From an optimization exercise on the open Yosys and OpenROAD flow, aimed at small area and a short achievable clock period; shortcuts taken in it are not production practice. RTL that was checked went through simulation tests only; none was proved equivalent to the original. Power figures rest on the tool's default switching activity, not on a simulated workload.

## I2C_Master
module I2C_Master (clk, reset, address, byteenable, chipselect, writedata, readdata, write, read, i2c_sda_in, i2c_sda_out, i2c_scl, ref_clk_test, debug_port);
For scale: roughly 3,400 cells after synthesis, about 1,200 flip-flops, about 94 I/O pins.
clock: 4.5 ns
lec_check: 0
cap_margin: 20
core_margin: 2
core_utilization: 50
place_density: 0.65
setup_slack_margin: 1.8
slew_margin: 20
run.sh (not shown) runs the stock make flow with config.mk's settings and CLKGATE_MAP_FILE= SYNTH_SCRIPT=/design/flow/synth_recipe.tcl, a recipe that flattens the netlist after the stock synthesis.
Rerun with:
CTS_BUF_LIST = sky130_fd_sc_hd__clkbuf_16   (was default)
CTS_CLUSTER_DIAMETER = 60   (was default)
CTS_CLUSTER_SIZE = 24   (was default)
Result: The new run completed with no timing, DRC or antenna violations. Cell area decreases slightly. Synthesized area does not change. Core utilization decreases by 1.0 points. Synthesized cell count stays the same. Sequential power is about the same. Register-to-register slack barely changes. Routed wire length hardly moves. Worst hold slack is about the same. Sequential share of layout area increases by 1.1 points.
Rerun with:
CTS_CLUSTER_DIAMETER = 80   (was 60)
CTS_CLUSTER_SIZE = 30   (was 24)
SETUP_SLACK_MARGIN = 2.0   (was 1.8)
- clock skew came out higher by 26 ps
- global-route usage came out higher by 0.35 points
- utilization came out higher by 1.7 points
- cell area came out higher by 3.0%
- die area stays the same
- final cell count came out higher by 0.81%
- worst setup slack is better by 35 ps
- clock power came out lower by 28%
- maximum frequency came out higher by 1.2%
- non-clock buffer count came out higher by 117
Rerun with:
CORE_UTILIZATION = 70   (was 50)
CTS_BUF_LIST = default   (was sky130_fd_sc_hd__clkbuf_16)
CTS_CLUSTER_DIAMETER = default   (was 80)
CTS_CLUSTER_SIZE = default   (was 30)
PLACE_DENSITY = 0.8   (was 0.65)
SETUP_SLACK_MARGIN = 1.8   (was 2.0)
Worst setup slack is worse by 260 ps.
Via count is higher by 8.7%.
Area after synthesis is unchanged.
Power is higher by 20%.
Count of clock-buffer cells in the layout is higher by 101.
Routed wire length is higher by 8.0%.
Global-route usage is higher by 17 points.
Sequential power is about the same.


Starting RTL as in the previous note.
make LEC_CHECK=0 CAP_MARGIN=20 CORE_MARGIN=2 CORE_UTILIZATION=50 CTS_BUF_LIST=sky130_fd_sc_hd__clkbuf_16 CTS_CLUSTER_DIAMETER=70 CTS_CLUSTER_SIZE=27 PLACE_DENSITY=0.75 SETUP_SLACK_MARGIN=1.8 SLEW_MARGIN=20 finish   # period 4.5 ns
Rerun with:
- CTS_CLUSTER_DIAMETER: 70 -> 80
- CTS_CLUSTER_SIZE: 27 -> 30
- PLACE_DENSITY: 0.75 -> 0.65
What happened: The changed run finished with timing, DRC and antenna clean. Setup slack improves by 0.057 ns. Area after synthesis is unchanged. Cell count barely changes. Worst hold slack hardly moves. Power fell by 2.6%. Cell area decreases by 0.61%. Wire length is lower by 4.5%.


I2C_Master, a different RTL version from the one above (not shown whole).
For scale: about 2900 cells after synthesis, roughly 1200 flip-flops, ~94 I/O pins.
Settings: LEC_CHECK=0, CAP_MARGIN=20, CORE_MARGIN=2, CORE_UTILIZATION=50, PLACE_DENSITY=0.65, SETUP_SLACK_MARGIN=1.5, SLEW_MARGIN=20; clock period 4.5 ns.
The first run completed with no timing, DRC or antenna violations.
Then changed:
Settings changed: SETUP_SLACK_MARGIN 1.5 to unset.
The new run produced a clean layout.
Design area fell by 1.2%.
Routed wire length came out lower by 3.5%.
Power is lower by 2.6%.
No run of this note included a check of the RTL's function; only the layout flow was run.


I2C_Master, a different RTL version from the one above (not shown whole).
Size in the first run: ~3400 cells after synthesis, ~1300 flip-flops, roughly 94 I/O pins.
// I2C_Master
module I2C_Master (clk, reset, address, byteenable, chipselect, writedata, readdata, write, read, i2c_sda_in, i2c_sda_out, i2c_scl, ref_clk_test, debug_port);
Settings: LEC_CHECK=0, CAP_MARGIN=20, CORE_MARGIN=2, CORE_UTILIZATION=50, CTS_BUF_LIST=sky130_fd_sc_hd__clkbuf_16, CTS_CLUSTER_DIAMETER=60, CTS_CLUSTER_SIZE=24, PLACE_DENSITY=0.65, SETUP_SLACK_MARGIN=1.8, SLEW_MARGIN=20; clock period 4.5 ns.
Next try:
CTS_CLUSTER_DIAMETER = 70   (was 60)
CTS_CLUSTER_SIZE = 27   (was 24)
SETUP_SLACK_MARGIN = 1.7   (was 1.8)
Register-to-register slack loses 40 ps.
Global-route usage drops by 0.67 points.
Area after synthesis is unchanged.
Combinational power came out lower by about 4%.
Power decreases by about 12%.
Worst hold slack improved by 16 ps.
Cell count is lower by 1.1%.
First-iteration DRC count goes down by about 9%.
Setup slack loses 42 ps.
Next try:
SETUP_SLACK_MARGIN = 1.8   (was 1.7)
=>
- total power grows by 2.9%
- synthesized area stays the same
- wire length grows by 1.2%
- register-to-register slack gets better by 80 ps
- final area grows by 1.0%
- cell count stays flat


== run A ==
Another version of the RTL of I2C_Master (not shown whole).
Size: ~3400 cells after synthesis, ~1200 flip-flops, roughly 94 I/O pins, ~49000 µm² of cells after synthesis.
Design I2C_Master, start of the top module:
module I2C_Master (clk, reset, address, byteenable, chipselect, writedata, readdata, write, read, i2c_sda_in, i2c_sda_out, i2c_scl, ref_clk_test, debug_port);
Settings: LEC_CHECK=0, CAP_MARGIN=20, CORE_MARGIN=2, CORE_UTILIZATION=50, CTS_BUF_LIST=sky130_fd_sc_hd__clkbuf_16, CTS_CLUSTER_DIAMETER=80, CTS_CLUSTER_SIZE=30, PLACE_DENSITY=0.65, SETUP_SLACK_MARGIN=1.8, SLEW_MARGIN=20; clock period 4.5 ns.
Run A: full flow OK, the timing, design-rule and antenna checks passed
Modified inputs, run B compared to run A
# run A
export LEC_CHECK = 0
export CAP_MARGIN = 20
export CORE_MARGIN = 2
export CORE_UTILIZATION = 50
export CTS_BUF_LIST = sky130_fd_sc_hd__clkbuf_16
export CTS_CLUSTER_DIAMETER = 80
export CTS_CLUSTER_SIZE = 30
export PLACE_DENSITY = 0.65
export SETUP_SLACK_MARGIN = 1.8
export SLEW_MARGIN = 20
create_clock -name core_clock -period 4.5 [get_ports {clk}]
# run B
export LEC_CHECK = 0
export CAP_MARGIN = 20
export CORE_MARGIN = 2
export CORE_UTILIZATION = 50
export CTS_BUF_LIST = sky130_fd_sc_hd__clkbuf_16
export CTS_CLUSTER_DIAMETER = 60
export CTS_CLUSTER_SIZE = 24
export PLACE_DENSITY = 0.65
export SETUP_SLACK_MARGIN = 1.8
export SLEW_MARGIN = 20
create_clock -name core_clock -period 4.5 [get_ports {clk}]
==> comparison <==
Run B finished end to end and its layout was clean on timing, DRC and antenna. Multi-input gate share of total cell area was lower in run B than in run A. As far as mean cell area of the mapped netlist goes, run A and run B are indistinguishable; the numbers are identical. Between run A and run B, routed wire length increased. Final area (higher): run B. Run B: count of clock-buffer cells in the layout 36 above run A. The higher post-route clock period utilization of run B and run A is in run B. [diff] internal power of the cells, run B relative to run A: regression.
For run C, these inputs were changed with respect to run B:
# run B
export LEC_CHECK = 0
export CAP_MARGIN = 20
export CORE_MARGIN = 2
export CORE_UTILIZATION = 50
export CTS_BUF_LIST = sky130_fd_sc_hd__clkbuf_16
export CTS_CLUSTER_DIAMETER = 60
export CTS_CLUSTER_SIZE = 24
export PLACE_DENSITY = 0.65
export SETUP_SLACK_MARGIN = 1.8
export SLEW_MARGIN = 20
create_clock -name core_clock -period 4.5 [get_ports {clk}]
# run C
export LEC_CHECK = 0
export CAP_MARGIN = 20
export CORE_MARGIN = 2
export CORE_UTILIZATION = 50
export CTS_BUF_LIST = sky130_fd_sc_hd__clkbuf_8
export CTS_CLUSTER_SIZE = 30
export PLACE_DENSITY = 0.65
export SETUP_SLACK_MARGIN = 1.8
export SLEW_MARGIN = 20
create_clock -name core_clock -period 4.5 [get_ports {clk}]
## What came out
On share of the clock period used by the worst path after layout, the higher figure sits with run C, not run B.
Summary of run C over run B: clock transition at the register clock pins on the worst setup and hold paths after CTS fell 0.03 ns, count of flip-flops with a built-in enable after synthesis has remained practically unchanged, proportion of power drawn by combinational gates -0.2 points, post-route core utilization increased by 0.74 points relative to the old numbers.
Between run C and run B, total of cells resized after clock tree synthesis is lower for run B, run C comes in above that.
Run C has final area above what run B had.

## afterwards: timing with drivers on the ports
The results above use ideal ports. As a check the final layouts listed here were re-extracted and re-timed, cells and wires unchanged. Step 1 assumes that a clkbuf_16 drives the clock port and a buf_2 every other input. Step 2 moves the port delays by t, midway between the first and last clock arrival at a register: inputs arrive t later, outputs are due t later. That takes back most of the time a late clock gives input paths. Three values: no drivers, after step 1, after step 2; two values: the first two.
| run | shift t [ns] | setup slack, ns | worst register clock-pin slew, ns | worst slew at a driven data input, ns | pins driven straight from the clock port |
|---|---|---|---|---|---|
| the first run of note 1 | 0.792 | 1.589 / 1.402 / 1.232 | 0.07 / 0.07 | 0.19 | 1 |
| the second run of note 1 | 0.776 | 1.586 / 1.408 / 1.287 | 0.10 / 0.10 | 0.18 | 1 |
| the third run of note 1 | 0.780 | 1.621 / 1.430 / 1.194 | 0.12 / 0.12 | 0.19 | 1 |
| the fourth run of note 1 | 0.782 | 1.364 / 1.364 / 0.872 | 0.07 / 0.07 | 0.26 | 1 |
| the first run of note 2 | 0.760 | 1.523 / 1.514 / 1.076 | 0.11 / 0.11 | 0.08 | 1 |
| the second run of note 2 | 0.769 | 1.580 / 1.496 / 1.250 | 0.12 / 0.12 | 0.11 | 1 |
| the first run of note 3 | 0.774 | 1.456 / 1.448 / 1.260 | 0.07 / 0.07 | 0.07 | 1 |
| the second run of note 3 | 0.750 | 0.663 / 0.638 / 0.638 | 0.07 / 0.07 | 0.05 | 1 |
| the first run of note 4 | 0.758 | 1.666 / 1.463 / 1.284 | 0.10 / 0.10 | 0.26 | 1 |
| the second run of note 4 | 0.749 | 1.623 / 1.480 / 1.272 | 0.11 / 0.11 | 0.25 | 1 |
| the third run of note 4 | 0.732 | 1.698 / 1.421 / 1.249 | 0.11 / 0.11 | 0.32 | 1 |
| run A | 0.776 | 1.715 / 1.503 / 1.073 | 0.12 / 0.12 | 0.26 | 1 |
| run B | 0.770 | 1.666 / 1.513 / 1.122 | 0.10 / 0.10 | 0.27 | 1 |
| run C | 0.959 | 1.540 / 1.471 / 0.962 | 0.07 / 0.07 | 0.18 | 1 |
After both steps every run listed still meets setup and hold. The setup slack of run A, which loses most, moves by -0.212 ns with the drivers and by -0.642 ns with both steps.
